This is an optimization exercise on Yosys and OpenROAD, whose aim is small area and a short achievable clock period, not a production implementation. No run shown here included a check of the RTL's function; only the layout flow was run. Power figures rest on the tool's default switching activity, not on a simulated workload.

==> flow/design.v <==
module alu_prep (
        input  logic [11:0] b_in,
        input  logic        carry_in,
        input  logic [2:0]  func_code,
        output logic [11:0] bx,
        output logic        cx
    );
    wire sub   = (func_code == 6'd1);
    wire arith = (func_code[2:1] == 2'b00);
    assign bx = b_in ^ {12{sub}};
    assign cx = arith & (carry_in ^ sub);
endmodule
module alu_dec (
        input  logic [2:0] func_code,
        input  logic [3:0] n,
        output logic       sub,
        output logic       arith,
        output logic       sel_p,
        output logic       sel_g,
        output logic       sel_n,
        output logic [3:0] s1,
        output logic [2:0] s2
    );
    assign sub   = (func_code == 6'd1);
    assign arith = (func_code[2:1] == 2'b00);
    assign sel_p = arith | (func_code == 6'd4) | (func_code == 6'd6);
    assign sel_g = (func_code == 6'd5) | (func_code == 6'd6);
    assign sel_n = (func_code == 6'd7);
    wire rot = (func_code[2:1] == 2'b01);
    logic [3:0] m;
    always_comb begin
        if (n >= 4'd12) m = 4'd0;
        else if (func_code[0] && n != 4'd0) m = 4'd12 - n;
        else m = n;
    end
    wire rot_zero = n[3] & n[2] & (n[1] | n[0]);
    assign s1 = 4'b0001 << m[1:0];
    assign s2 = (rot && !rot_zero) ? (3'b001 << m[3:2]) : 3'b000;
endmodule
module alu_pg (
        input  logic a,
        input  logic b,
        input  logic arith,
        output logic p,
        output logic g,
        output logic gk
    );
    assign p  = a ^ b;
    assign g  = a & b;
    assign gk = g & arith;
endmodule
module alu_carry (
        input  logic [11:0] g,
        input  logic [11:0] p,
        input  logic        c0,
        output logic [12:0] carry
    );
    wire [12:0] gl [0:4];
    wire [12:0] pl [0:4];
    assign gl[0] = {g, c0};
    assign pl[0] = {p, 1'b0};
    genvar l, i;
    generate
        for (l = 0; l < 4; l++) begin : lvl
            for (i = 0; i < 13; i++) begin : pos
                if (i >= (1 << l)) begin : merge
                    assign gl[l+1][i] = gl[l][i] | (pl[l][i] & gl[l][i - (1 << l)]);
                    assign pl[l+1][i] = pl[l][i] & pl[l][i - (1 << l)];
                end else begin : pass
                    assign gl[l+1][i] = gl[l][i];
                    assign pl[l+1][i] = pl[l][i];
                end
            end
        end
    endgenerate
    assign carry = gl[4];
endmodule
module alu_mux4 (
        input  logic [3:0] d,
        input  logic [3:0] s,
        output logic       y
    );
    assign y = |(d & s);
endmodule
module alu_out (
        input  logic       p,
        input  logic       g,
        input  logic       a,
        input  logic       carry,
        input  logic       sel_p,
        input  logic       sel_g,
        input  logic       sel_n,
        input  logic [2:0] y,
        input  logic [2:0] s2,
        output logic       r
    );
    wire q = (p & sel_p) | (g & sel_g) | (~a & sel_n) | (|(y & s2));
    assign r = q ^ carry;
endmodule
module alu_equ (
        input  logic [11:0] p,
        input  logic        sub,
        output logic        equ
    );
    assign equ = sub ? (&p) : ~(|p);
endmodule
module alu (
        input logic [11:0] a_in,
        input logic [11:0] bx,
        input logic cx,
        input logic [2:0] func_code,
        output logic [11:0] a_out,
        output logic carry_out,
        output logic equ_out,
        output logic overflow_out
    );
    wire sub, arith, sel_p, sel_g, sel_n;
    wire [3:0] s1;
    wire [2:0] s2;
    alu_dec dec (
        .func_code(func_code), .n(bx[3:0]), .sub(sub), .arith(arith),
        .sel_p(sel_p), .sel_g(sel_g), .sel_n(sel_n), .s1(s1), .s2(s2)
    );
    wire [11:0] p, g, gk, y;
    wire [12:0] carry;
    genvar i;
    generate
        for (i = 0; i < 12; i++) begin : bit_pg
            alu_pg pg (.a(a_in[i]), .b(bx[i]), .arith(arith), .p(p[i]), .g(g[i]), .gk(gk[i]));
            alu_mux4 m1 (
                .d({a_in[(i + 9) % 12], a_in[(i + 10) % 12], a_in[(i + 11) % 12], a_in[i]}),
                .s(s1), .y(y[i])
            );
        end
    endgenerate
    alu_carry adder (.g(gk), .p(p), .c0(cx), .carry(carry));
    generate
        for (i = 0; i < 12; i++) begin : bit_out
            alu_out o (
                .p(p[i]), .g(g[i]), .a(a_in[i]), .carry(carry[i]),
                .sel_p(sel_p), .sel_g(sel_g), .sel_n(sel_n),
                .y({y[(i + 4) % 12], y[(i + 8) % 12], y[i]}), .s2(s2), .r(a_out[i])
            );
        end
    endgenerate
    alu_equ equ (.p(p), .sub(sub), .equ(equ_out));
    assign carry_out = carry[12] ^ sub;
    assign overflow_out = arith & ~p[11] & (carry[11] ^ a_in[11]);
endmodule
module alu_top (
        input  logic        clk,
        input  logic [11:0] a_in,
        input  logic [11:0] b_in,
        input  logic        carry_in,
        input  logic [2:0]  func_code,
        output logic [11:0] a_out,
        output logic        carry_out,
        output logic        equ_out,
        output logic        overflow_out
    );
    logic [11:0] a_q, b_q;
    logic        carry_q;
    logic [2:0]  func_q;
    wire  [11:0] bx;
    wire         cx;
    wire  [11:0] res;
    wire         res_carry, res_equ, res_overflow;
    alu_prep core_prep (
        .b_in(b_in),
        .carry_in(carry_in),
        .func_code(func_code),
        .bx(bx),
        .cx(cx)
    );
    always_ff @(posedge clk) begin
        a_q     <= a_in;
        b_q     <= bx;
        carry_q <= cx;
        func_q  <= func_code;
    end
    alu core_alu (
        .a_in(a_q),
        .bx(b_q),
        .cx(carry_q),
        .func_code(func_q),
        .a_out(res),
        .carry_out(res_carry),
        .equ_out(res_equ),
        .overflow_out(res_overflow)
    );
    always_ff @(posedge clk) begin
        a_out        <= res;
        carry_out    <= res_carry;
        equ_out      <= res_equ;
        overflow_out <= res_overflow;
    end
endmodule
==> flow/flow/run.sh <==
#!/bin/bash
# Own layout flow: the standard ORFS flow (standard.sh), unchanged synthesis,
# with the port buffers inserted as plain buffers (BUF_CELL) instead of the
# delay cells that buffer_ports picks by default. Each step's output goes to
# a log file in the work folder; ORFS's own logs stay under orfs/logs.
set -euo pipefail
BUF_CELL=${BUF_CELL:-sky130_fd_sc_hd__buf_1}
bash standard.sh synth > synth.log 2>&1
bash standard.sh "BUFFER_PORTS_ARGS=-buffer_cell $BUF_CELL" finish > layout.log 2>&1
==> flow/standard.sh <==
#!/bin/bash
# synth_recipe.tcl (not shown) runs the flow's synth.tcl, then flattens the netlist and writes it again
# the make line also repeats each setting of config.mk as NAME=value (left out here)
make -C /OpenROAD-flow-scripts/flow DESIGN_CONFIG=/design/flow/config.mk WORK_HOME=/design/flow/orfs CLKGATE_MAP_FILE= SYNTH_SCRIPT=/design/flow/synth_recipe.tcl "${@:-finish}"
==> flow/config.mk <==
export PLATFORM = sky130hd
export DESIGN_NAME = alu_top
export DESIGN_NICKNAME = alu_top
export VERILOG_FILES = /design/flow/design.v
export SDC_FILE = /design/flow/constraint.sdc
export NUM_CORES = 4
export LEC_CHECK = 0
export CAP_MARGIN = 20
export CORE_MARGIN = 2
export CORE_UTILIZATION = 40
export SETUP_SLACK_MARGIN = 2.4
export SLEW_MARGIN = 20
export SYNTH_HIERARCHICAL = 1
==> flow/constraint.sdc <==
create_clock -name core_clock -period 4.0 [get_ports {clk}]
set_input_delay 0.8000 -clock core_clock [delete_from_list [all_inputs] [get_ports {clk}]]
set_output_delay 0.8000 -clock core_clock [all_outputs]
set_load 0.01 [all_outputs]
==> notes.md, run 1 <==
CTS tree - done
Post-place setup slack - 1.68 ns
Outcome - finished clean
Hold Path Class - flip-flop to flip-flop
Initial Util - 41.2%
Combinational power share - 38.7%
Row cnt - 29
Pwr dens - 377 nW/µm²
Drt pass-1 iters - 7
Final setup viols - 0
Seq cells post-synth - 43
Final Wtd Congestion - 0.933
Sequential area share after synthesis - 32.9%
First DRT Iteration DRCs - 277
Syn nets - 329
Final Cycle Share - 57.8%
Async SR Flop Fraction - 0%
Synthesized instance count - 287
Mean Syn Cell Area - 9.11 µm²
Die ar. - 7200 µm²
Seq pwr share - 37.5%
Cell internal pwr - 0.914 mW
Leakage - 1.44 nW
Fillers - 538
Vert. Die Dim - 84.8 µm
Layout area overhead - 42.3%
Fin util - 58.6%
Slew Viols, Final - 0
Final hold violation count - 0
Routed WL - 8.28 mm
PortBufs - 43
Total chip power - 1.40 mW
RSZ-0062 raised after global routing - true
Htree depth - 2
Worst Tran Pin Value - 0.717 ns
Data required, critical path - 4.19 ns
Number of distinct library cells after synthesis - 45
NetSw - 0.489 mW
Reg clk slew, reported paths - 0.08 ns
CP max FO - 6
FMAX - 433 MHz
Number of flops mapped to enable cells by yosys - 0
Sw Share - 34.9%
Global route overflow - 0
Gr usage total - 21.7%
Clk pwr share - 23.7%
Arrival @ worst endpoint - 2.50 ns
Max-cap viol count - 0
CTS Sinks - 43
WS Path Type - flip-flop to flip-flop
Ant. Diodes - 0
R2R cell count - 12
Clk latency of the worst-skew pair - 0.30 ns
Ratio of cells with drive above 1 in the final layout - 39.1%
Startpoint Class - flip-flop
CTS Hold Bufs - 0
# IOs - 44
Final Non-Filler Cells - 443
Root Driver - clkbuf_8
Setup TNS - 0 ns
Layout Skew - 0.00499 ns
Relative slew slack - 52.2%
Post-layout nets - 408
Design area - 3720 µm²
Synthesis warning total - 9
Number of global-route vias before repair - 2,465
DRC - 0
Core Box Area - 6350 µm²
Clock buffer count from CTS - 5
Kind of end point of the critical path - flip-flop
Vias per cell - 6.08
DR vias - 2,693
Most frequently used flop master after synthesis - dfxtp_1
Dpl cell area - 2940 µm²
Wire per inst - 18.7 µm
Number of antenna violations at the first check in global routing - 0
Die width - 84.8 µm
Tmin final - 2.31 ns
CTS Buffer Depth - 2
First-pass GRT wire length - 12.5 mm
Synthesized area - 2610 µm²
Largest net degree at the start of global routing - 14
Antenna-violating nets left - 0
WHS Path Cells - 1
Dpl cells - 403
Hold WS - 0.529 ns
Max VDD drop - 194 µV
PnR worst setup slack - 1.69 ns
Hpwl dp - 5.17 mm
## path summary, 6_finish.rpt
check / slack, ns / from / end
min reg2reg: 0.53 / carry_q$_DFF_P_ / a_out[0]$_DFF_P_
min: 0.53 / carry_q$_DFF_P_ / a_out[0]$_DFF_P_
max: 1.69 / b_q[0]$_DFF_P_ / a_out[2]$_DFF_P_
max reg2reg: 1.69 / b_q[0]$_DFF_P_ / a_out[2]$_DFF_P_
## registers in the layout, indices dropped and copies added, names as in the netlist
| signal | count |
|---|---|
| carry_out | 1 |
| b_q | 12 |
| a_out | 12 |
| func_q | 3 |
| carry_q | 1 |
| overflow_out | 1 |
| equ_out | 1 |
| a_q | 12 |
## cell families (layout without fill, tap and decap cells)
logic type,Yosys count,after routing,share of synthesized area (%)
simple gates,111,112,23.6
compound gates,83,83,25.8
flops,43,43,32.9
xor+xnor,28,28,9.38
fa+ha+maj,13,13,6.22
buf+inv,9,87,2.11
## cells in the final DEF, fill, tap and decap left out, types with 6 or more instances in the layout
cell type / netlist / layout
nand2b_1: 14 / 13
and2_1: 15 / 13
xor2_1: 26 / 26
a22oi_1: 37 / 19
buf_1: 0 / 42
ha_4: 0 / 6
nand4_1: 16 / 16
dfxtp_1: 43 / 29
dfxtp_2: 0 / 10
a21oi_1: 9 / 7
nand2_1: 36 / 24
buf_4: 1 / 23
a22oi_2: 12 / 30
nand2_2: 0 / 12
## Yosys stat by module, one instance, submodules excluded
module	area, µm²	flip-flops and latches
alu_out	45.0	0
alu_prep	149	0
alu	30.0	0
alu_top	861	43
alu_dec	272	0
alu_mux4	18.8	0
alu_pg	18.8	0
alu_carry	251	0
alu_equ	60.1	0
## metal layers
layer  wire length [µm]  vias to the layer above  track usage, %
met5                  0                        -               0
met2               3770                      157            33.4
met3                677                       39            3.02
met1               3480                     1255            30.8
met4                362                        0            9.09
li1                   -                     1242               -
## critical path, stage by stage (launching register included)
cell      delay, ns
dfxtp_2        0.35
inv_2          0.06
ha_4           0.24
nor2b_4        0.11
a21boi_4       0.21
buf_6          0.13
nor3_4         0.05
buf_16         0.17
a22oi_2        0.17
nand2_2        0.11
a22oi_2        0.22
nand4_1        0.19
xor2_1         0.19
## what timing repair did
action,4_1_cts,5_1_grt
pin swaps,45,27
cloned,2,1
gates resized for setup,60,26
setup endpoints to repair,27,16
setup buffers,20,10
## area by class of cell
class / count / area [µm²] / area share (%)
repair buffers: 76 / 524 / 14.1
well taps: 77 / 96.3 / 2.59
clock inverters: 2 / 37.5 / 1.01
clock buffers: 5 / 68.8 / 1.85
inverters: 4 / 15.0 / 0.404
multi-input cells: 236 / 2090 / 56.2
flip-flops and latches: 43 / 888 / 23.9
## Yosys cell counts (all sizes together) (2+ instances only)
master,n,share of area [%]
and4,2,0.72
o211ai,2,0.57
o21ai,3,0.57
nor4,3,0.72
a21boi,2,0.57
nor2b,2,0.48
nand2b,14,3.4
o31ai,3,0.86
nor3,6,1.1
nand2,36,5.2
buf,5,1.5
nand4,16,3.8
o21bai,2,0.57
and3,2,0.48
nor3b,4,1.8
dfxtp,43,33
nor2,4,0.57
a21o,4,1.2
ha,13,6.2
a22oi,49,16
xor2,26,8.7
xnor2,2,0.67
nand3,4,0.77
and2,16,3.9
inv,4,0.57
a221o,2,0.81
a21oi,10,2.1
## power by group through the flow
stage	clock, mW	combinational (mW)	sequential [mW]
2_1_floorplan	0	0.265	0.535
3_3_place_gp	0	0.381	0.529
3_5_place_dp	0	0.381	0.529
4_1_cts	0.341	0.478	0.521
5_1_grt	0.355	0.577	0.533
6_report	0.333	0.543	0.527
==> run 2, diff against run 1 <==
--- a/flow/config.mk
+++ b/flow/config.mk
@@ -10,3 +10,2 @@
 export CORE_UTILIZATION = 40
-export SETUP_SLACK_MARGIN = 2.4
 export SLEW_MARGIN = 20
==> run 2 against run 1 <==
Effect of this change:
- synthesized cell count is the same
- sequential share of layout area grew 5.1 points
- cell count shrank 6.3%
- core utilization shrank 12 points
- largest cell class unchanged
- highest routed layer unchanged
==> notes.md, run 2 <==
CTS Hold Bufs - 0
Arrival @ worst endpoint - 2.96 ns
RSZ-0062 raised after global routing - false
Worst Tran Pin Value - 0.891 ns
Die width - 84.8 µm
First DRT Iteration DRCs - 240
Most frequently used flop master after synthesis - dfxtp_1
Crit path cell chain - inv_1, ha_1, nand2b_1, o31a_2, a21oi_1, a22oi_1, nand2_1, a22oi_2, nand4_1, xor2_1
Most frequent cells in the layout - dfxtp_1 (43), buf_1 (43), a22oi_1 (37)
CTS Sinks - 43
Ant. Diodes - 0
Layout area overhead - 13.8%
WS Path Type - flip-flop to flip-flop
Sequential area share after synthesis - 32.9%
Final Non-Filler Cells - 415
R2R cell count - 10
Hold WS - 0.461 ns
Hold Path Class - flip-flop to flip-flop
Wire per inst - 16.6 µm
Vert. Die Dim - 84.8 µm
Synth top area cells - dfxtp_1 (33%), a22oi_1 (11%), xor2_1 (8.7%)
Leakage - 1.24 nW
Async SR Flop Fraction - 0%
Global route overflow - 0
First-pass GRT wire length - 11.3 mm
WHS Endpoint - a_out[0]$_DFF_P_
Pwr dens - 404 nW/µm²
Final Wtd Congestion - 0.914
Dpl cell area - 2880 µm²
Final Cycle Share - 68.2%
Root Driver - clkbuf_8
Data required, critical path - 4.23 ns
Row cnt - 29
DRC - 0
Relative slew slack - 40.6%
Fin util - 46.9%
Tmin final - 2.73 ns
Hpwl dp - 5.25 mm
Post-place setup slack - 1.32 ns
Startpoint Class - flip-flop
Post-layout nets - 379
Post-CTS Setup Bufs - 0
CTS tree - done
Post-synth top area share - 32.9%
CP max FO - 12
R2R setup slack - 1.27 ns
Registers with the most flip-flops - a_out: 12 flops, a_q: 12 flops, b_q: 12 flops
FMAX - 367 MHz
Core Box Area - 6350 µm²
WHS Path Cells - 1
Final setup viols - 0
Multi-input gate area - 1700 µm²
PnR worst setup slack - 1.27 ns
CTS Buffer Depth - 2
Total chip power - 1.20 mW
PostCTS Resize Cnt - 0
Largest net degree at the start of global routing - 15
Htree depth - 2
Mean Syn Cell Area - 9.11 µm²
Vias per cell - 5.82
Number of flops mapped to enable cells by yosys - 0
# IOs - 44
Layout Skew - 0.00449 ns
Dpl cells - 407
Area leader, netlist - dfxtp_1
Reg-to-Reg Start - b_q[0]$_DFF_P_
Fillers - 618
CP peak stage delay - 0.72 ns
Seq cells post-synth - 43
Number of distinct library cells after synthesis - 45
Setup TNS - 0 ns
Kind of end point of the critical path - flip-flop
Reg clk slew, reported paths - 0.08 ns
Number of antenna violations at the first check in global routing - 0
Register area - 861 µm²
Clock buffer count from CTS - 5
Synthesized instance count - 287
Gr usage total - 19.8%
Slew Viols, Final - 0
Drt pass-1 iters - 5
Antenna-violating nets left - 0
Final hold violation count - 0
Max VDD drop - 189 µV
Die ar. - 7200 µm²
Count leader, synth - dfxtp_1
Commonest cells in the synthesized netlist - dfxtp_1 (43), a22oi_1 (37), nand2_1 (36), xor2_1 (26), nand4_1 (16)
Slowest-stage cell, CP - a21oi_1
Synthesis warning total - 9
Outcome - finished clean
DR vias - 2,415
Min-delay src - carry_q$_DFF_P_
Routed WL - 6.90 mm
Design area - 2980 µm²
Syn nets - 329
Max-cap viol count - 0
Reg2reg end - a_out[11]$_DFF_P_
Clk latency of the worst-skew pair - 0.30 ns
Synthesized area - 2610 µm²
Initial Util - 41.2%
Number of global-route vias before repair - 2,178
Ratio of cells with drive above 1 in the final layout - 10.7%
PortBufs - 43
## run 2: cell counts after synthesis
No cell type changed its count.
## run 2: Yosys stat by module (local to each module, per instance)
module	copies in the design	flops+latches
alu_equ	1	0
alu_prep	1	0
alu_out	12	0
alu_top	1	43
alu_dec	1	0
alu_carry	1	0
alu_mux4	12	0
alu_pg	12	0
alu	1	0
## run 2: area by class of cell
type	count	share of cell area [%]
Multi-Input combinational cell	235	57.3
Timing Repair Buffer	48	6.69
Sequential cell	43	28.9
Tap cell	77	3.24
Clock buffer	8	3.36
Inverter	4	0.505
## run 2: cell families after synthesis
family,Yosys count,share of synthesized area (%)
AOI/OAI and AO/OA,83,25.8
xor gates and xnor gates,28,9.38
adders and majority gates,13,6.22
buffers and inverters,9,2.11
DFF,43,32.9
and+or+nand+nor,111,23.6
## run 2: power by group
| part | switching (mW) | internal [mW] | leakage, nW |
|---|---|---|---|
| Clock | 0.151 | 0.158 | 0.0515 |
| Combinational | 0.228 | 0.143 | 0.823 |
| Sequential | 0.0375 | 0.483 | 0.362 |
| Total | 0.416 | 0.785 | 1.24 |
## run 2: how the worst max path moves through the flow
| stage | start | to | slack (ns) | cells past startpoint |
|---|---|---|---|---|
| global placement | b_q[1]$_DFF_P_ | a_out[0]$_DFF_P_ | 1.41 | 10 |
| finish | b_q[0]$_DFF_P_ | a_out[11]$_DFF_P_ | 1.27 | 10 |
| detailed placement | b_q[0]$_DFF_P_ | a_out[11]$_DFF_P_ | 1.32 | 10 |
| CTS | b_q[0]$_DFF_P_ | a_out[11]$_DFF_P_ | 1.31 | 10 |
| global route | b_q[1]$_DFF_P_ | a_out[11]$_DFF_P_ | 1.03 | 10 |
| floorplan | b_q[0]$_DFF_P_ | a_out[11]$_DFF_P_ | 0.95 | 8 |
## run 2: layer usage
metal | share of wire [%] | track usage, % | routed length, µm | vias up
li1 | - | - | - | 1176
met1 | 48 | 28.4 | 3300 | 1123
met2 | 44 | 30.5 | 3060 | 104
met3 | 6.0 | 3.40 | 414 | 12
met4 | 1.8 | 5.92 | 127 | 0
met5 | 0 | 0 | 0 | -
## run 2: worst max-delay path: cells and delay by family (launching register included)
kind	cells	cell delay [ns]
buffers and inverters	1	0.08
DFF	1	0.35
AOI/OAI and AO/OA	4	1.33
adders and majority gates	1	0.23
xor gates and xnor gates	1	0.16
and+or+nand+nor	3	0.50
==> run 3, diff against run 2 <==
==> flow/design.v (replaced) <==
module alu_dec (
        input  logic [2:0] func_code,
        input  logic [3:0] n,
        output logic       sub,
        output logic       ya,
        output logic       ys,
        output logic [3:0] k,
        output logic [3:0] s1,
        output logic [2:0] s2
    );
    wire arith = (func_code[2:1] == 2'b00);
    assign sub = (func_code == 6'd1);
    assign ya  = (func_code == 6'd0);
    assign ys  = sub;
    always_comb begin
        case (func_code)
            6'd4: k = 4'b0110;
            6'd5: k = 4'b1000;
            6'd6:  k = 4'b1110;
            6'd7: k = 4'b0011;
            default: k = arith ? 4'b1100 : 4'b0000;
        endcase
    end
    wire rot = (func_code[2:1] == 2'b01);
    logic [3:0] m;
    always_comb begin
        if (n >= 4'd12) m = 4'd0;
        else if (func_code[0] && n != 4'd0) m = 4'd12 - n;
        else m = n;
    end
    wire rot_zero = n[3] & n[2] & (n[1] | n[0]);
    assign s1 = 4'b0001 << m[1:0];
    assign s2 = (rot && !rot_zero) ? (3'b001 << m[3:2]) : 3'b000;
endmodule
module alu_mux4 (
        input  logic [3:0] d,
        input  logic [3:0] s,
        output logic       y
    );
    assign y = |(d & s);
endmodule
module alu_bit (
        input  logic       a,
        input  logic       b,
        input  logic [3:0] k,
        input  logic [2:0] r,
        input  logic [2:0] s2,
        input  logic       ya,
        input  logic       ys,
        output logic       x,
        output logic       y,
        output logic       d
    );
    assign x = k[{a, b}] | (|(r & s2));
    assign y = (b & ya) | (~b & ys);
    assign d = a ^ b;
endmodule
module alu_pre (
        input  logic [11:0] a_in,
        input  logic [11:0] b_in,
        input  logic        carry_in,
        input  logic [2:0]  func_code,
        output logic [11:0] x,
        output logic [11:0] y,
        output logic        c,
        output logic        sub,
        output logic        equ
    );
    wire ya, ys;
    wire [3:0] k, s1;
    wire [2:0] s2;
    alu_dec dec (
        .func_code(func_code), .n(b_in[3:0]), .sub(sub), .ya(ya), .ys(ys),
        .k(k), .s1(s1), .s2(s2)
    );
    wire [11:0] r, d;
    genvar i;
    generate
        for (i = 0; i < 12; i++) begin : bits
            alu_mux4 m1 (
                .d({a_in[(i + 9) % 12], a_in[(i + 10) % 12], a_in[(i + 11) % 12], a_in[i]}),
                .s(s1), .y(r[i])
            );
        end
        for (i = 0; i < 12; i++) begin : outs
            alu_bit bo (
                .a(a_in[i]), .b(b_in[i]), .k(k),
                .r({r[(i + 4) % 12], r[(i + 8) % 12], r[i]}), .s2(s2),
                .ya(ya), .ys(ys), .x(x[i]), .y(y[i]), .d(d[i])
            );
        end
    endgenerate
    assign c = (carry_in & ya) | (~carry_in & ys);
    assign equ = ~(|d);
endmodule
module pfx_rc (input logic [12:0] g, input logic [12:0] p, output logic [12:0] c);
    assign c[0] = g[0];
    assign c[1] = g[1] | (p[1] & c[0]);
    assign c[2] = g[2] | (p[2] & c[1]);
    assign c[3] = g[3] | (p[3] & c[2]);
    assign c[4] = g[4] | (p[4] & c[3]);
    assign c[5] = g[5] | (p[5] & c[4]);
    assign c[6] = g[6] | (p[6] & c[5]);
    assign c[7] = g[7] | (p[7] & c[6]);
    assign c[8] = g[8] | (p[8] & c[7]);
    assign c[9] = g[9] | (p[9] & c[8]);
    assign c[10] = g[10] | (p[10] & c[9]);
    assign c[11] = g[11] | (p[11] & c[10]);
    assign c[12] = g[12] | (p[12] & c[11]);
endmodule
module alu_pg (
        input  logic a,
        input  logic b,
        output logic p,
        output logic g
    );
    assign p = a ^ b;
    assign g = a & b;
endmodule
module alu_post (
        input  logic [11:0] x,
        input  logic [11:0] y,
        input  logic        c,
        input  logic        sub,
        output logic [11:0] s,
        output logic        carry_out,
        output logic        overflow_out
    );
    wire [11:0] p, g;
    wire [12:0] cy;
    genvar i;
    generate
        for (i = 0; i < 12; i++) begin : bits
            alu_pg pg (.a(x[i]), .b(y[i]), .p(p[i]), .g(g[i]));
        end
    endgenerate
    pfx_rc carries (.g({g, c}), .p({p, 1'b0}), .c(cy));
    assign s = p ^ cy[11:0];
    assign carry_out = cy[12] ^ sub;
    assign overflow_out = ~p[11] & (cy[11] ^ x[11]);
endmodule
module alu_top (
        input  logic        clk,
        input  logic [11:0] a_in,
        input  logic [11:0] b_in,
        input  logic        carry_in,
        input  logic [2:0]  func_code,
        output logic [11:0] a_out,
        output logic        carry_out,
        output logic        equ_out,
        output logic        overflow_out
    );
    wire  [11:0] x_d, y_d;
    wire         c_d, sub_d, equ_d;
    logic [11:0] x_q, y_q;
    logic        c_q, sub_q, equ_q;
    alu_pre pre (
        .a_in(a_in), .b_in(b_in), .carry_in(carry_in), .func_code(func_code),
        .x(x_d), .y(y_d), .c(c_d), .sub(sub_d), .equ(equ_d)
    );
    always_ff @(posedge clk) begin
        x_q   <= x_d;
        y_q   <= y_d;
        c_q   <= c_d;
        sub_q <= sub_d;
        equ_q <= equ_d;
    end
    wire [11:0] res;
    wire        res_carry, res_overflow;
    alu_post post (
        .x(x_q), .y(y_q), .c(c_q), .sub(sub_q),
        .s(res), .carry_out(res_carry), .overflow_out(res_overflow)
    );
    always_ff @(posedge clk) begin
        a_out        <= res;
        carry_out    <= res_carry;
        equ_out      <= equ_q;
        overflow_out <= res_overflow;
    end
endmodule
==> run 3 against run 2 <==
Effect of this change:
- still clean
- combinational power is 11% lower
- worst hold slack got worse by 0.13 ns
- area after synthesis is 1.8% lower
- routed wire length decreased by 17%
- clock-buffer cell count decreased by 3
- sequential share of layout area shrank 0.65 points
- critical endpoint is now x_q[1]$_DFF_P_
==> notes.md, run 3 <==
Mean Syn Cell Area - 10.5 µm²
Hold WS - 0.334 ns
Layout area overhead - 15.8%
Synthesized instance count - 244
Ratio of cells with drive above 1 in the final layout - 14.8%
Number of global-route vias before repair - 1,852
Core Box Area - 6280 µm²
First-pass GRT wire length - 9.14 mm
Worst Tran Pin Value - 0.900 ns
Layout Skew - 0.0108 ns
Startpoint Class - input pin
Root Driver - clkbuf_8
Largest net degree at the start of global routing - 17
PnR worst setup slack - 1.05 ns
Max-cap viol count - 0
Data required, critical path - 4.23 ns
Post-layout nets - 338
Ant. Diodes - 0
Dpl cell area - 2850 µm²
PortBufs - 43
Final hold violation count - 0
CTS Hold Bufs - 0
Slew Viols, Final - 0
FMAX - 339 MHz
Vias per cell - 5.74
Arrival @ worst endpoint - 3.18 ns
# IOs - 44
Hpwl dp - 4.36 mm
Fin util - 47.4%
Total chip power - 1.17 mW
Die width - 84.1 µm
Synthesis warning total - 8
Row cnt - 29
Pwr dens - 393 nW/µm²
Syn nets - 286
Setup TNS - 0 ns
Final Wtd Congestion - 0.928
Htree depth - 2
Clk latency of the worst-skew pair - 0.29 ns
Commonest non-fill, non-tap cell in the layout - buf_1
Routed WL - 5.71 mm
Wire per inst - 15.3 µm
Post-place setup slack - 0.660 ns
Drt pass-1 iters - 7
First DRT Iteration DRCs - 220
Leakage - 1.30 nW
Fillers - 597
Max VDD drop - 196 µV
CTS Buffer Depth - 2
Final setup viols - 0
CTS tree - done
Design area - 2970 µm²
DRC - 0
WS Path Type - input pin to flip-flop
Antenna-violating nets left - 0
Reg clk slew, reported paths - 0.09 ns
Clock buffer count from CTS - 5
CP max FO - 12
PostCTS Resize Cnt - 0
Global route overflow - 0
Final Cycle Share - 73.8%
Relative slew slack - 40.0%
Tmin final - 2.95 ns
RSZ-0062 raised after global routing - false
Outcome - finished clean
CTS Sinks - 42
Hold Path Class - flip-flop to flip-flop
Vert. Die Dim - 84.1 µm
Dpl cells - 366
DR vias - 2,146
Multi-input gate area - 1690 µm²
Registers with the most flip-flops - a_out: 12 flops, x_q: 12 flops, y_q: 12 flops
Synthesized area - 2570 µm²
Register area - 841 µm²
Final Non-Filler Cells - 374
Slowest-stage cell, CP - a21oi_1
Crit path cell chain - buf_1, inv_1, ha_1, nor2b_1, o21ai_0, a21oi_1, a22oi_1, nand2_1, a222oi_1, nand2b_1
Initial Util - 40.9%
CP peak stage delay - 0.72 ns
Post-CTS Setup Bufs - 0
Die ar. - 7080 µm²
Gr usage total - 16.2%
Number of antenna violations at the first check in global routing - 0
Kind of end point of the critical path - flip-flop
Most frequent cells in the layout - buf_1 (43), dfxtp_1 (42), xor2_1 (25)
run 3: worst paths after layout:
check	start	to	slack (ns)	cells after the start
worst max-delay path	b_in[0]	x_q[1]$_DFF_P_	1.05	10
worst min-delay path	equ_q$_DFF_P_	equ_out$_DFF_P_	0.33	0
worst min register to register	equ_q$_DFF_P_	equ_out$_DFF_P_	0.33	0
worst max register to register	x_q[0]$_DFF_P_	a_out[10]$_DFF_P_	1.99	6
run 3: report_power, final:
group / internal (mW) / switching (mW)
logic: 0.143 / 0.188
clock network: 0.190 / 0.145
registers: 0.484 / 0.0182
run 3: area by class of cell:
type | count | area share [%]
Sequential cell | 42 | 28.3
Clock inverter | 3 | 1.64
Tap cell | 77 | 3.24
Inverter | 6 | 0.758
Clock buffer | 5 | 2.31
Multi-Input combinational cell | 192 | 56.8
Timing Repair Buffer | 49 | 6.94
run 3: routing by layer:
| metal | track usage, % | wire length (µm) |
|---|---|---|
| met1 | 22.5 | 2590 |
| met2 | 25.1 | 2660 |
| met3 | 3.07 | 379 |
| met4 | 6.30 | 78 |
| met5 | 0 | 0 |
run 3: critical path: cells and delay by family:
family	cells	cell delay [ns]
AOI/OAI and AO/OA	4	1.18
and+or+nand+nor	3	0.44
buffers and inverters	2	0.42
adders and majority gates	1	0.31
==> run 4, diff against run 3 <==
--- a/flow/design.v
+++ b/flow/design.v
@@ -95,16 +95,103 @@
 endmodule
-module pfx_rc (input logic [12:0] g, input logic [12:0] p, output logic [12:0] c);
-    assign c[0] = g[0];
-    assign c[1] = g[1] | (p[1] & c[0]);
-    assign c[2] = g[2] | (p[2] & c[1]);
-    assign c[3] = g[3] | (p[3] & c[2]);
-    assign c[4] = g[4] | (p[4] & c[3]);
-    assign c[5] = g[5] | (p[5] & c[4]);
-    assign c[6] = g[6] | (p[6] & c[5]);
-    assign c[7] = g[7] | (p[7] & c[6]);
-    assign c[8] = g[8] | (p[8] & c[7]);
-    assign c[9] = g[9] | (p[9] & c[8]);
-    assign c[10] = g[10] | (p[10] & c[9]);
-    assign c[11] = g[11] | (p[11] & c[10]);
-    assign c[12] = g[12] | (p[12] & c[11]);
+module pfx_ks (input logic [12:0] g, input logic [12:0] p, output logic [12:0] c);
+    wire g0_0 = g[0]; wire p0_0 = p[0];
+    wire g1_0 = g[1]; wire p1_0 = p[1];
+    wire g2_0 = g[2]; wire p2_0 = p[2];
+    wire g3_0 = g[3]; wire p3_0 = p[3];
+    wire g4_0 = g[4]; wire p4_0 = p[4];
+    wire g5_0 = g[5]; wire p5_0 = p[5];
+    wire g6_0 = g[6]; wire p6_0 = p[6];
+    wire g7_0 = g[7]; wire p7_0 = p[7];
+    wire g8_0 = g[8]; wire p8_0 = p[8];
+    wire g9_0 = g[9]; wire p9_0 = p[9];
+    wire g10_0 = g[10]; wire p10_0 = p[10];
+    wire g11_0 = g[11]; wire p11_0 = p[11];
+    wire g12_0 = g[12]; wire p12_0 = p[12];
+    wire g1_1 = g1_0 | (p1_0 & g0_0);
+    wire p1_1 = p1_0 & p0_0;
+    wire g2_1 = g2_0 | (p2_0 & g1_1);
+    wire p2_1 = p2_0 & p1_1;
+    wire g3_1 = g3_0 | (p3_0 & g2_1);
+    wire p3_1 = p3_0 & p2_1;
+    wire g4_1 = g4_0 | (p4_0 & g3_1);
+    wire p4_1 = p4_0 & p3_1;
+    wire g5_1 = g5_0 | (p5_0 & g4_1);
+    wire p5_1 = p5_0 & p4_1;
+    wire g6_1 = g6_0 | (p6_0 & g5_1);
+    wire p6_1 = p6_0 & p5_1;
+    wire g7_1 = g7_0 | (p7_0 & g6_1);
+    wire p7_1 = p7_0 & p6_1;
+    wire g8_1 = g8_0 | (p8_0 & g7_1);
+    wire p8_1 = p8_0 & p7_1;
+    wire g9_1 = g9_0 | (p9_0 & g8_1);
+    wire p9_1 = p9_0 & p8_1;
+    wire g10_1 = g10_0 | (p10_0 & g9_1);
+    wire p10_1 = p10_0 & p9_1;
+    wire g11_1 = g11_0 | (p11_0 & g10_1);
+    wire p11_1 = p11_0 & p10_1;
+    wire g12_1 = g12_0 | (p12_0 & g11_1);
+    wire p12_1 = p12_0 & p11_1;
+    wire g2_2 = g2_1 | (p2_1 & g0_0);
+    wire p2_2 = p2_1 & p0_0;
+    wire g3_2 = g3_1 | (p3_1 & g1_1);
+    wire p3_2 = p3_1 & p1_1;
+    wire g4_2 = g4_1 | (p4_1 & g2_2);
+    wire p4_2 = p4_1 & p2_2;
+    wire g5_2 = g5_1 | (p5_1 & g3_2);
+    wire p5_2 = p5_1 & p3_2;
+    wire g6_2 = g6_1 | (p6_1 & g4_2);
+    wire p6_2 = p6_1 & p4_2;
+    wire g7_2 = g7_1 | (p7_1 & g5_2);
+    wire p7_2 = p7_1 & p5_2;
+    wire g8_2 = g8_1 | (p8_1 & g6_2);
+    wire p8_2 = p8_1 & p6_2;
+    wire g9_2 = g9_1 | (p9_1 & g7_2);
+    wire p9_2 = p9_1 & p7_2;
+    wire g10_2 = g10_1 | (p10_1 & g8_2);
+    wire p10_2 = p10_1 & p8_2;
+    wire g11_2 = g11_1 | (p11_1 & g9_2);
+    wire p11_2 = p11_1 & p9_2;
+    wire g12_2 = g12_1 | (p12_1 & g10_2);
+    wire p12_2 = p12_1 & p10_2;
+    wire g4_3 = g4_2 | (p4_2 & g0_0);
+    wire p4_3 = p4_2 & p0_0;
+    wire g5_3 = g5_2 | (p5_2 & g1_1);
+    wire p5_3 = p5_2 & p1_1;
+    wire g6_3 = g6_2 | (p6_2 & g2_2);
+    wire p6_3 = p6_2 & p2_2;
+    wire g7_3 = g7_2 | (p7_2 & g3_2);
+    wire p7_3 = p7_2 & p3_2;
+    wire g8_3 = g8_2 | (p8_2 & g4_3);
+    wire p8_3 = p8_2 & p4_3;
+    wire g9_3 = g9_2 | (p9_2 & g5_3);
+    wire p9_3 = p9_2 & p5_3;
+    wire g10_3 = g10_2 | (p10_2 & g6_3);
+    wire p10_3 = p10_2 & p6_3;
+    wire g11_3 = g11_2 | (p11_2 & g7_3);
+    wire p11_3 = p11_2 & p7_3;
+    wire g12_3 = g12_2 | (p12_2 & g8_3);
+    wire p12_3 = p12_2 & p8_3;
+    wire g8_4 = g8_3 | (p8_3 & g0_0);
+    wire p8_4 = p8_3 & p0_0;
+    wire g9_4 = g9_3 | (p9_3 & g1_1);
+    wire p9_4 = p9_3 & p1_1;
+    wire g10_4 = g10_3 | (p10_3 & g2_2);
+    wire p10_4 = p10_3 & p2_2;
+    wire g11_4 = g11_3 | (p11_3 & g3_2);
+    wire p11_4 = p11_3 & p3_2;
+    wire g12_4 = g12_3 | (p12_3 & g4_3);
+    wire p12_4 = p12_3 & p4_3;
+    assign c[0] = g0_0;
+    assign c[1] = g1_1;
+    assign c[2] = g2_2;
+    assign c[3] = g3_2;
+    assign c[4] = g4_3;
+    assign c[5] = g5_3;
+    assign c[6] = g6_3;
+    assign c[7] = g7_3;
+    assign c[8] = g8_4;
+    assign c[9] = g9_4;
+    assign c[10] = g10_4;
+    assign c[11] = g11_4;
+    assign c[12] = g12_4;
 endmodule
@@ -136,3 +223,3 @@
     endgenerate
-    pfx_rc carries (.g({g, c}), .p({p, 1'b0}), .c(cy));
+    pfx_ks carries (.g({g, c}), .p({p, 1'b0}), .c(cy));
     assign s = p ^ cy[11:0];
==> run 4 against run 3 <==
Effect of this change:
- setup slack better by 0.050 ns
- core utilization is 1.7 points lower
- total power is 7.2% lower
- routed wire length is 5.9% higher
- fmax is 1.7% higher
- first-iteration DRC count is 10% higher
- still clean on timing, DRC and antenna
- via count is 0.37% lower
- cell count is 1.9% lower
- critical path depth stayed put
- sequential power hardly changed
==> notes.md, run 4 <==
Outcome - finished clean
Sw Share - 31.2%
Layout Skew - 0.00248 ns
Commonest non-fill, non-tap cell in the layout - buf_1
Leakage - 1.27 nW
Most frequent cells in the layout - buf_1 (43), dfxtp_1 (42), xor2_1 (25)
Synthesized instance count - 250
Wire per inst - 16.5 µm
Final hold violation count - 0
Drt pass-1 iters - 10
Hpwl dp - 4.48 mm
CTS Buffer Depth - 2
WS Path Type - input pin to flip-flop
Max VDD drop - 197 µV
Synthesis warning total - 8
Final Wtd Congestion - 0.860
Kind of end point of the critical path - flip-flop
Relative slew slack - 38.3%
Post-layout nets - 332
First DRT Iteration DRCs - 243
Htree depth - 2
Dpl cell area - 2810 µm²
Core Box Area - 6350 µm²
PortBufs - 43
Max-cap viol count - 0
Initial Util - 41.3%
Fin util - 45.7%
Hold Path Class - flip-flop to flip-flop
Die ar. - 7220 µm²
Seq pwr share - 46.4%
Dpl cells - 360
Synthesized area - 2620 µm²
Cell internal pwr - 0.745 mW
Layout area overhead - 10.6%
Gr usage total - 17.2%
Post-CTS Setup Bufs - 0
DRC - 0
Final setup viols - 0
Row cnt - 29
Ant. Diodes - 0
Mean Syn Cell Area - 10.5 µm²
Pwr dens - 374 nW/µm²
Design area - 2900 µm²
Vert. Die Dim - 85.0 µm
Syn nets - 292
Clock buffer count from CTS - 5
Startpoint Class - input pin
PostCTS Resize Cnt - 0
CTS Hold Bufs - 0
Number of global-route vias before repair - 1,976
CP max FO - 12
Arrival @ worst endpoint - 3.13 ns
# IOs - 44
Root Driver - clkbuf_8
Final Cycle Share - 72.5%
Clk pwr share - 23.1%
Tmin final - 2.90 ns
Data required, critical path - 4.23 ns
Post-place setup slack - 0.600 ns
CTS Sinks - 42
Setup TNS - 0 ns
Routed WL - 6.05 mm
FMAX - 345 MHz
DR vias - 2,138
Vias per cell - 5.83
First-pass GRT wire length - 9.92 mm
NetSw - 0.339 mW
CTS tree - done
Combinational power share - 30.4%
Clk latency of the worst-skew pair - 0.28 ns
Registers with the most flip-flops - a_out: 12 flops, x_q: 12 flops, y_q: 12 flops
PnR worst setup slack - 1.10 ns
Antenna-violating nets left - 0
Fillers - 607
Worst Tran Pin Value - 0.919 ns
Slew Viols, Final - 0
Ratio of cells with drive above 1 in the final layout - 13.4%
Number of antenna violations at the first check in global routing - 0
Die width - 85.0 µm
RSZ-0062 raised after global routing - false
Reg clk slew, reported paths - 0.07 ns
Largest net degree at the start of global routing - 17
Final Non-Filler Cells - 367
Global route overflow - 0
==> run 4: cell count changes in the layout (fill, tap and decap cells not counted), moves of 2 or more <==
cell | before | now
o21a_1 | 4 | 2
nor3_1 | 5 | 2
o21ai_0 | 5 | 3
a21o_2 | 2 | 0
clkbuf_1 | 0 | 2
inv_1 | 6 | 4
a21o_1 | 6 | 9
o21bai_1 | 2 | 0
==> run 4: metrics by stage <==
stage	hold WS, ns	power [mW]
floorplan	0.310	0.749
global placement	0.311	0.838
detailed placement	0.322	0.839
CTS	0.339	1.09
global route	0.343	1.16
finish	0.336	1.08
==> run 4: worst paths after layout <==
path,from,end,slack [ns],cells after the start
worst max-delay path,b_in[1],x_q[11]$_DFF_P_,1.10,10
worst max register to register,x_q[0]$_DFF_P_,a_out[7]$_DFF_P_,1.83,7
worst min register to register,equ_q$_DFF_P_,equ_out$_DFF_P_,0.34,0
worst min-delay path,equ_q$_DFF_P_,equ_out$_DFF_P_,0.34,0
==> run 4: power groups by stage <==
stage / clock network (mW) / logic, mW / registers (mW)
after floorplan: 0 / 0.215 / 0.534
after global placement: 0 / 0.325 / 0.513
after detailed placement: 0 / 0.325 / 0.514
after CTS: 0.261 / 0.327 / 0.505
after global routing: 0.284 / 0.367 / 0.511
final: 0.251 / 0.330 / 0.504
==> run 4: per-layer routing <==
metal / up-vias / wire [µm] / GRT usage, %
met2: 117 / 2880 / 28.3
met4: 0 / 134 / 6.93
met3: 11 / 497 / 3.21
met5: - / 0 / 0
li1: 1038 / - / -
met1: 972 / 2530 / 22.4
==> run 4: area by class of cell <==
| type | instances | area, µm² | area share, % |
|---|---|---|---|
| Inverter | 4 | 15.0 | 0.518 |
| Tap cell | 77 | 96.3 | 3.32 |
| Multi-Input combinational cell | 188 | 1670 | 57.4 |
| Clock buffer | 7 | 76.3 | 2.63 |
| Sequential cell | 42 | 841 | 29.0 |
| Timing Repair Buffer | 49 | 206 | 7.12 |
==> run 4: worst max-delay path: stages <==
cell and delay [ns]:
buf_1 0.32, inv_1 0.09, ha_1 0.28, nor2b_1 0.14
o21ai_0 0.13, a21oi_1 0.73, a22oi_1 0.18, nand2_1 0.18
a222oi_1 0.14, nand2b_1 0.13
==> run 5, diff against run 4 <==
--- a/flow/design.v
+++ b/flow/design.v
@@ -1,11 +1,39 @@
-module alu_dec (
-        input  logic [2:0] func_code,
-        input  logic [3:0] n,
-        output logic       sub,
-        output logic       ya,
-        output logic       ys,
-        output logic [3:0] k,
-        output logic [3:0] s1,
-        output logic [2:0] s2
-    );
+module alu_mux4 (
+        input  logic [3:0] d,
+        input  logic [3:0] s,
+        output logic       y
+    );
+    assign y = |(d & s);
+endmodule
+module alu_bit (
+        input  logic       a,
+        input  logic       b,
+        input  logic [3:0] k,
+        input  logic [2:0] r,
+        input  logic [2:0] s2,
+        input  logic       ya,
+        input  logic       ys,
+        output logic       x,
+        output logic       y,
+        output logic       d
+    );
+    assign x = k[{a, b}] | (|(r & s2));
+    assign y = (b & ya) | (~b & ys);
+    assign d = a ^ b;
+endmodule
+module alu_pre (
+        input  logic [11:0] a_in,
+        input  logic [11:0] b_in,
+        input  logic        carry_in,
+        input  logic [2:0]  func_code,
+        output logic [11:0] x,
+        output logic [11:0] y,
+        output logic        c,
+        output logic        sub,
+        output logic        equ
+    );
+    wire ya, ys;
+    logic [3:0] k, s1;
+    logic [2:0] s2;
+    wire [3:0] n = b_in[3:0];
     wire arith = (func_code[2:1] == 2'b00);
@@ -23,54 +51,26 @@
     end
-    wire rot = (func_code[2:1] == 2'b01);
-    logic [3:0] m;
+    wire       rot = (func_code[2:1] == 2'b01);
+    wire       dir = func_code[0];
+    wire [1:0] q = n[3:2];
+    wire [1:0] nr = n[1:0];
+    wire       nz = |nr;
+    wire [1:0] r1 = {nr[1] ^ (dir & nr[0]), nr[0]};
+    logic [1:0] q1;
     always_comb begin
-        if (n >= 4'd12) m = 4'd0;
-        else if (func_code[0] && n != 4'd0) m = 4'd12 - n;
-        else m = n;
-    end
-    wire rot_zero = n[3] & n[2] & (n[1] | n[0]);
-    assign s1 = 4'b0001 << m[1:0];
-    assign s2 = (rot && !rot_zero) ? (3'b001 << m[3:2]) : 3'b000;
-endmodule
-module alu_mux4 (
-        input  logic [3:0] d,
-        input  logic [3:0] s,
-        output logic       y
-    );
-    assign y = |(d & s);
-endmodule
-module alu_bit (
-        input  logic       a,
-        input  logic       b,
-        input  logic [3:0] k,
-        input  logic [2:0] r,
-        input  logic [2:0] s2,
-        input  logic       ya,
-        input  logic       ys,
-        output logic       x,
-        output logic       y,
-        output logic       d
-    );
-    assign x = k[{a, b}] | (|(r & s2));
-    assign y = (b & ya) | (~b & ys);
-    assign d = a ^ b;
-endmodule
-module alu_pre (
-        input  logic [11:0] a_in,
-        input  logic [11:0] b_in,
-        input  logic        carry_in,
-        input  logic [2:0]  func_code,
-        output logic [11:0] x,
-        output logic [11:0] y,
-        output logic        c,
-        output logic        sub,
-        output logic        equ
-    );
-    wire ya, ys;
-    wire [3:0] k, s1;
-    wire [2:0] s2;
-    alu_dec dec (
-        .func_code(func_code), .n(b_in[3:0]), .sub(sub), .ya(ya), .ys(ys),
-        .k(k), .s1(s1), .s2(s2)
-    );
+        case ({dir, nz, q})
+            4'b0000, 4'b0100: q1 = 2'd0;
+            4'b0001, 4'b0101: q1 = 2'd1;
+            4'b0010, 4'b0110: q1 = 2'd2;
+            4'b1000: q1 = 2'd0;
+            4'b1001: q1 = 2'd2;
+            4'b1010: q1 = 2'd1;
+            4'b1100: q1 = 2'd2;
+            4'b1101: q1 = 2'd1;
+            4'b1110: q1 = 2'd0;
+            default: q1 = 2'd0;    
+        endcase
+    end
+    wire rot_zero = (q == 2'd3) & nz;
+    assign s1 = 4'b0001 << r1;
+    assign s2 = (rot && !rot_zero) ? (3'b001 << q1) : 3'b000;
     wire [11:0] r, d;
--- a/flow/config.mk
+++ b/flow/config.mk
@@ -10,2 +10,3 @@
 export CORE_UTILIZATION = 40
+export SETUP_SLACK_MARGIN = 1.8
 export SLEW_MARGIN = 20
==> run 5 against run 4 <==
Effect of this change:
- still clean on timing, DRC and antenna
- sequential cell count did not move
- total power rose by 5.3%
- area after synthesis fell by 2.4%
- global-route usage fell by 0.39 points
- critical path depth fell by 5
- sequential power barely moved
- setup slack improved by 0.78 ns
- largest power group unchanged
- highest routed layer unchanged
==> notes.md, run 5 <==
Outcome - finished clean
WP buf/inv - 1
Hpwl dp - 4.27 mm
CP peak stage delay - 0.43 ns
Arrival @ worst endpoint - 2.36 ns
Vert. Die Dim - 84.0 µm
Antenna-violating nets left - 0
CTS tree - done
# IOs - 44
Startpoint Class - input pin
Final setup viols - 0
Relative slew slack - 65.6%
Gr usage total - 16.8%
Hold Path Class - flip-flop to flip-flop
Fin util - 46.5%
Layout Skew - 0.00965 ns
WS Path Type - input pin to flip-flop
Min-delay src - equ_q$_DFF_P_
Data required, critical path - 4.23 ns
CTS Sinks - 42
Clk latency of the worst-skew pair - 0.29 ns
Kind of end point of the critical path - flip-flop
Final hold violation count - 0
DRC - 0
Hold WS - 0.339 ns
Reg-to-Reg Start - x_q[2]$_DFF_P_
Post-place setup slack - 1.18 ns
Drt pass-1 iters - 7
PortBufs - 43
Synthesized instance count - 240
RSZ-0062 raised after global routing - true
Reg2reg end - a_out[7]$_DFF_P_
Number of antenna violations at the first check in global routing - 0
Routed WL - 5.84 mm
WHS Endpoint - equ_out$_DFF_P_
Final Wtd Congestion - 0.931
Final Cycle Share - 53.1%
Mean Syn Cell Area - 10.7 µm²
Pwr dens - 391 nW/µm²
Slew Viols, Final - 0
Layout area overhead - 14.0%
Root Driver - clkbuf_8
Leakage - 1.26 nW
Htree depth - 2
Reg clk slew, reported paths - 0.07 ns
Syn nets - 281
Synthesis warning total - 8
Max VDD drop - 159 µV
CP max FO - 12
Max-cap viol count - 0
Crit path cell chain - buf_1, mux2_2, o31ai_4, a222oi_1, nand2b_1
WHS Path Cells - 0
Registers with the most flip-flops - a_out: 12 flops, x_q: 12 flops, y_q: 12 flops
First-pass GRT wire length - 9.68 mm
DR vias - 2,088
CTS Hold Bufs - 0
Top Family by Delay on Critical Path - compound AO/OA/AOI/OAI gates
Largest net degree at the start of global routing - 15
First DRT Iteration DRCs - 156
Clock buffer count from CTS - 5
Slowest-stage cell, CP - mux2_2
Worst Tran Pin Value - 0.514 ns
Commonest non-fill, non-tap cell in the layout - dfxtp_1
Ant. Diodes - 0
Die ar. - 7050 µm²
R2R cell count - 7
Die width - 84.0 µm
Global route overflow - 0
CTS Buffer Depth - 2
Wire per inst - 16.4 µm
Post-layout nets - 320
Row cnt - 29
Synthesized area - 2560 µm²
Initial Util - 40.7%
Number of global-route vias before repair - 1,930
Tmin final - 2.13 ns
Vias per cell - 5.85
Setup TNS - 0 ns
R2R setup slack - 1.90 ns
Ratio of cells with drive above 1 in the final layout - 18.9%
Core Box Area - 6280 µm²
Most frequent cells in the layout - dfxtp_1 (42), buf_1 (40), xor2_1 (25)
PnR worst setup slack - 1.87 ns
FMAX - 470 MHz
run 5: layer usage:
layer	global-route usage, %	up-vias	routed length, µm
li1	-	1001	-
met2	26.3	106	2780
met3	3.36	9	425
met5	0	-	0
met1	22.9	972	2520
met4	6.89	0	123
run 5: worst register-to-register path: stages (launching register included):
cell     delay, ns
dfxtp_1       0.31
ha_1          0.34
and2_1        0.19
a311o_1       0.35
a21o_1        0.21
a21o_1        0.21
a31o_1        0.23
xor2_1        0.15
run 5: final cells by class:
class                           count  area, µm²
Fill cell                         616       3360
Clock buffer                        5       68.8
Multi-Input combinational cell    181       1670
Clock inverter                      3       40.0
Sequential cell                    42        841
Tap cell                           77       96.3
Timing Repair Buffer               47        198
Inverter                            2       7.51
run 5: power by group:
group | switching, mW | internal [mW]
clock network | 0.137 | 0.184
logic | 0.183 | 0.136
registers | 0.0179 | 0.485
total | 0.338 | 0.804
run 5: worst max path at each step:
stage | endpoint | slack [ns] | cells after the start | from
6_report | x_q[11]$_DFF_P_ | 1.87 | 5 | b_in[3]
5_1_grt | x_q[6]$_DFF_P_ | 1.78 | 5 | func_code[2]
3_5_place_dp | x_q[11]$_DFF_P_ | 1.18 | 6 | b_in[1]
2_1_floorplan | x_q[0]$_DFF_P_ | 1.85 | 5 | b_in[1]
4_1_cts | x_q[11]$_DFF_P_ | 1.80 | 6 | b_in[0]
3_3_place_gp | x_q[8]$_DFF_P_ | 1.25 | 6 | b_in[1]
run 5: repair_timing:
action / in CTS / in global routing
endpoints found under the setup margin: 12 / 16
gates resized for setup: 6 / 13
buffers inserted: 1 / 1
pin swaps: 1 / 6
run 5: metrics by stage:
| stage | total power [mW] | area (µm²) | instances |
|---|---|---|---|
| floorplan | 0.734 | 2560 | 240 |
| global placement | 0.814 | 2720 | 347 |
| detailed placement | 0.816 | 2720 | 347 |
| CTS | 1.15 | 2860 | 356 |
| global route | 1.21 | 2920 | 357 |
| finish | 1.14 | 2920 | 357 |
==> run 6, diff against run 5 <==
--- a/flow/config.mk
+++ b/flow/config.mk
@@ -13 +13,2 @@
 export SYNTH_HIERARCHICAL = 1
+export TNS_END_PERCENT = 5
==> run 6 against run 5 <==
Effect of this change:
- global-route usage stayed put
- highest routed layer unchanged
- setup slack worse by 0.037 ns
- die area stayed put
- cell area is 1.6% lower
==> notes.md, run 6 <==
Outcome - finished clean
Synthesized area - 2560 µm²
Ratio of cells with drive above 1 in the final layout - 16.5%
CP max FO - 4
Post-layout nets - 319
CTS Hold Bufs - 0
CTS Buffer Depth - 2
Routed WL - 5.81 mm
First-pass GRT wire length - 9.68 mm
PortBufs - 43
WP buf/inv - 0
Drt pass-1 iters - 8
Most frequent cells in the layout - dfxtp_1 (42), buf_1 (40), xor2_1 (25)
Slowest-stage cell, CP - a311o_1
Core Box Area - 6280 µm²
Max-cap viol count - 0
Initial Util - 40.7%
Root Driver - clkbuf_8
Clock buffer count from CTS - 5
Final Cycle Share - 54.1%
CTS tree - done
Relative slew slack - 38.3%
Layout Skew - 0.00783 ns
Antenna-violating nets left - 0
Registers with the most flip-flops - a_out: 12 flops, x_q: 12 flops, y_q: 12 flops
DR vias - 2,075
Fin util - 45.7%
Startpoint Class - flip-flop
CP peak stage delay - 0.40 ns
RSZ-0062 raised after global routing - true
Wire per inst - 16.3 µm
CTS Sinks - 42
Arrival @ worst endpoint - 2.35 ns
Number of antenna violations at the first check in global routing - 0
Tmin final - 2.16 ns
Commonest non-fill, non-tap cell in the layout - dfxtp_1
Data required, critical path - 4.19 ns
Vert. Die Dim - 84.0 µm
Slew Viols, Final - 0
Global route overflow - 0
Synthesized instance count - 240
Clk latency of the worst-skew pair - 0.29 ns
Max VDD drop - 158 µV
WS Path Type - flip-flop to flip-flop
Final hold violation count - 0
Mean Syn Cell Area - 10.7 µm²
Die ar. - 7050 µm²
Pwr dens - 396 nW/µm²
Reg clk slew, reported paths - 0.08 ns
Final Wtd Congestion - 0.931
Leakage - 1.23 nW
DRC - 0
Largest net degree at the start of global routing - 15
Crit path top cell by count - a21o_1
Crit path cell chain - ha_1, a21o_1, a311o_1, a21o_1, a21o_1, a31o_1, xor2_1
Layout area overhead - 12.2%
Row cnt - 29
Syn nets - 281
Hold Path Class - flip-flop to flip-flop
FMAX - 462 MHz
Htree depth - 2
Synthesis warning total - 8
Gr usage total - 16.8%
First DRT Iteration DRCs - 219
Top Family by Delay on Critical Path - compound AO/OA/AOI/OAI gates
Ant. Diodes - 0
Fillers - 625
Die width - 84.0 µm
Worst Tran Pin Value - 0.919 ns
Kind of end point of the critical path - flip-flop
Hpwl dp - 4.27 mm
Setup TNS - 0 ns
Vias per cell - 5.83
# IOs - 44
Final setup viols - 0
Number of global-route vias before repair - 1,930
[run 6: cell types whose count changed in the layout (fill, tap and decap cells not counted)]
cell / change
nor2b_1: +2
nor2b_2: -2
xnor2_1: +2
xnor2_2: -2
a21boi_1: +1
a21boi_2: -1
a21oi_1: +1
a21oi_4: -1
and2_2: +1
and2_4: -1
buf_2: +1
buf_4: -1
clkbuf_4: -1
[run 6: report_power, final]
group,internal (mW),leakage (nW),total [mW],switching [mW]
Clock,0.184,0.0579,0.321,0.138
Combinational,0.132,0.826,0.312,0.180
Sequential,0.484,0.350,0.502,0.0179
[run 6: path summary, 6_finish.rpt]
| path | from | endpoint | cells past startpoint | slack (ns) |
|---|---|---|---|---|
| max | x_q[0]$_DFF_P_ | a_out[7]$_DFF_P_ | 7 | 1.84 |
| min reg2reg | equ_q$_DFF_P_ | equ_out$_DFF_P_ | 0 | 0.34 |
| min | equ_q$_DFF_P_ | equ_out$_DFF_P_ | 0 | 0.34 |
| max reg2reg | x_q[0]$_DFF_P_ | a_out[7]$_DFF_P_ | 7 | 1.84 |
[run 6: cell type report]
type | instances | area, µm² | area share (%)
Timing Repair Buffer | 46 | 188 | 6.54
Clock buffer | 5 | 68.8 | 2.40
Inverter | 2 | 7.51 | 0.262
Clock inverter | 3 | 40.0 | 1.39
Sequential cell | 42 | 841 | 29.3
Tap cell | 77 | 96.3 | 3.36
Multi-Input combinational cell | 181 | 1630 | 56.8
[run 6: per-stage QoR]
step           cell area (µm²)  std cells  setup slack, ns  hold WS, ns  total power, mW
2_1_floorplan             2560        240             1.85        0.310            0.734
3_3_place_gp              2720        347             1.25        0.310            0.814
3_5_place_dp              2720        347             1.18        0.328            0.816
4_1_cts                   2860        356             1.80        0.346             1.15
5_1_grt                   2870        356             1.69        0.352             1.20
6_report                  2870        356             1.84        0.339             1.14
[run 6: routing by layer]
layer / routed length [µm] / global-route usage [%]
met1: 2560 / 22.9
met2: 2760 / 26.3
met3: 407 / 3.36
met4: 91 / 6.89
met5: 0 / 0
[run 6: repair_timing]
action                                  4_1_cts  5_1_grt
endpoints found under the setup margin       12       16
gates resized for setup                       6        4
pin swaps                                     1        2
buffers inserted                              1        0
hold endpoints to repair                      0        0
==> run 7, diff against run 6 <==
--- a/flow/config.mk
+++ b/flow/config.mk
@@ -10,5 +10,4 @@
 export CORE_UTILIZATION = 40
-export SETUP_SLACK_MARGIN = 1.8
+export SETUP_SLACK_MARGIN = 2.4
 export SLEW_MARGIN = 20
 export SYNTH_HIERARCHICAL = 1
-export TNS_END_PERCENT = 5
==> run 7 against run 6 <==
Effect of this change:
- clock-buffer cell count up 1
- fmax rose by 13%
- critical path type is now input pin to flip-flop
- setup slack improved by 0.25 ns
- non-clock buffer count is 19 higher
- still clean
==> notes.md, run 7 <==
Worst Tran Pin Value - 0.545 ns
Ant. Diodes - 0
FMAX - 522 MHz
Root Driver - clkbuf_8
First-pass GRT wire length - 10.6 mm
CTS Sinks - 42
Outcome - finished clean
Hpwl dp - 4.23 mm
Drt pass-1 iters - 8
Setup TNS - 0 ns
Seq pwr share - 38.4%
CTS Buffer Depth - 2
Slew Viols, Final - 0
Clk latency of the worst-skew pair - 0.29 ns
Synthesis warning total - 8
Startpoint Class - input pin
First DRT Iteration DRCs - 221
CTS Hold Bufs - 0
Tmin final - 1.91 ns
CP peak stage delay - 0.37 ns
Final Cycle Share - 47.9%
Routed WL - 6.47 mm
DR vias - 2,183
Layout Skew - 0.00257 ns
Antenna-violating nets left - 0
Mean Syn Cell Area - 10.7 µm²
Fillers - 556
Fin util - 55.5%
Ratio of cells with drive above 1 in the final layout - 40.3%
WS Path Type - input pin to flip-flop
Synthesized instance count - 240
Synthesized area - 2560 µm²
Number of global-route vias before repair - 2,053
Slowest-stage cell, CP - a222oi_1
Final Wtd Congestion - 0.923
Top Family by Delay on Critical Path - compound AO/OA/AOI/OAI gates
Row cnt - 29
Leakage - 1.46 nW
Relative slew slack - 63.6%
Vias per cell - 5.79
Core Box Area - 6280 µm²
Vert. Die Dim - 84.0 µm
Final setup viols - 0
Wire per inst - 17.2 µm
Initial Util - 40.7%
Die ar. - 7050 µm²
Gr usage total - 18.6%
CTS tree - done
DRC - 0
Hold WS - 0.332 ns
Layout area overhead - 36.2%
Global route overflow - 0
Cell internal pwr - 0.948 mW
WP buf/inv - 2
Final hold violation count - 0
Most frequent cells in the layout - dfxtp_1 (38), buf_1 (31), xor2_1 (25)
Largest net degree at the start of global routing - 14
Clk pwr share - 30.8%
Syn nets - 281
Registers with the most flip-flops - a_out: 12 flops, x_q: 12 flops, y_q: 12 flops
Pwr dens - 381 nW/µm²
Hold Path Class - flip-flop to flip-flop
Design area - 3480 µm²
CP max FO - 5
Commonest non-fill, non-tap cell in the layout - dfxtp_1
Crit path cell chain - buf_12, xnor2_4, buf_6, and2_4, a22oi_2, nand2_2, a222oi_1, nand2b_1
Htree depth - 2
Dpl cell area - 2800 µm²
Data required, critical path - 4.17 ns
Die width - 84.0 µm
Number of antenna violations at the first check in global routing - 0
Reg clk slew, reported paths - 0.08 ns
RSZ-0062 raised after global routing - true
Post-layout nets - 340
Sw Share - 28.5%
Total chip power - 1.33 mW
NetSw - 0.378 mW
Max VDD drop - 306 µV
# IOs - 44
Max-cap viol count - 0
PortBufs - 43
Combinational power share - 30.8%
Clock buffer count from CTS - 5
Arrival @ worst endpoint - 2.08 ns
Kind of end point of the critical path - flip-flop
run 7: worst reg2reg max path, cell delays in order, from the launching register on:
cell and delay (ns):
dfxtp_2 0.33, ha_4 0.23, a21o_1 0.21, a311o_1 0.30, a21o_1 0.20, a21o_1 0.20
a21o_1 0.19, xor2_1 0.13
run 7: area by class of cell:
cell class,instances,area [µm²],area share (%)
clock buffers,6,82.6,2.37
inverters,2,7.51,0.216
flip-flops and latches,42,846,24.3
multi-input cells,183,1950,55.9
clock inverters,2,60.1,1.72
well taps,77,96.3,2.77
repair buffers,65,445,12.8
run 7: routing by layer:
| metal | global-route usage, % | vias to the layer above | share of wire [%] |
|---|---|---|---|
| met5 | 0 | - | 0 |
| met4 | 7.77 | 0 | 2.9 |
| met1 | 24.8 | 1013 | 41 |
| met3 | 3.36 | 14 | 6.9 |
| met2 | 29.8 | 109 | 49 |
| li1 | - | 1047 | - |
run 7: power groups by stage:
stage | logic, mW | clock network, mW | registers (mW)
CTS | 0.377 | 0.421 | 0.509
detailed placement | 0.316 | 0 | 0.518
global route | 0.440 | 0.443 | 0.518
floorplan | 0.216 | 0 | 0.535
finish | 0.409 | 0.408 | 0.510
global placement | 0.316 | 0 | 0.516
run 7: path summary, 6_finish.rpt:
check | from | end | slack [ns] | depth (start not counted)
setup / recovery | func_code[0] | x_q[4]$_DFF_P_ | 2.09 | 8
hold / removal | equ_q$_DFF_P_ | equ_out$_DFF_P_ | 0.33 | 0
setup reg to reg | y_q[0]$_DFF_P_ | a_out[6]$_DFF_P_ | 2.11 | 7
hold reg to reg | equ_q$_DFF_P_ | equ_out$_DFF_P_ | 0.33 | 0
run 7: repair_timing:
action	CTS	global route
setup buffers	16	6
gates resized for setup	56	24
cloned	2	0
pin swaps	29	16
setup endpoints to repair	35	26
run 7: through the flow:
step	std cells	setup WS, ns
after floorplan	240	2.05
after global placement	345	1.25
after detailed placement	345	1.22
after CTS	371	2.06
after global routing	377	1.97
final	377	2.09

==> afterwards: timing with drivers on the ports <==
No port has a modelled driver above. Below, the same layouts with a new extraction and two added sets of constraints.
Step 1: set_driving_cell puts a clkbuf_16 on clk and a buf_2 on each other input, an assumption about the parent block.
Step 2, shift: input delay + t, output delay - t, t = (earliest + latest rising clock arrival at the registers) / 2. This alone moves slack from input paths to output paths.
a / b / c = no drivers / after step 1 / after step 2; a / b = the first two.
| run | t (ns) | slack for setup (ns) | worst setup path after step 2 | latest minus earliest clock arrival (ns) | worst slew at a driven data input, ns |
|---|---|---|---|---|---|
| run 1 | 0.322 | 1.688 / 1.688 / 1.688 | register to register | 0.005 / 0.006 | 0.03 |
| run 2 | 0.327 | 1.273 / 1.273 / 1.273 | register to register | 0.004 / 0.004 | 0.03 |
| run 3 | 0.314 | 1.049 / 1.051 / 0.737 | input to register | 0.011 / 0.012 | 0.03 |
| run 4 | 0.310 | 1.099 / 1.104 / 0.793 | input to register | 0.003 / 0.003 | 0.03 |
| run 5 | 0.313 | 1.874 / 1.879 / 1.566 | input to register | 0.010 / 0.010 | 0.04 |
| run 6 | 0.313 | 1.837 / 1.837 / 1.529 | input to register | 0.008 / 0.008 | 0.04 |
| run 7 | 0.317 | 2.086 / 2.060 / 1.743 | input to register | 0.002 / 0.003 | 0.07 |
After both steps setup and hold are still met in every run listed. The setup slack of run 7, which loses most, moves by -0.026 ns with the drivers and by -0.343 ns with both steps.
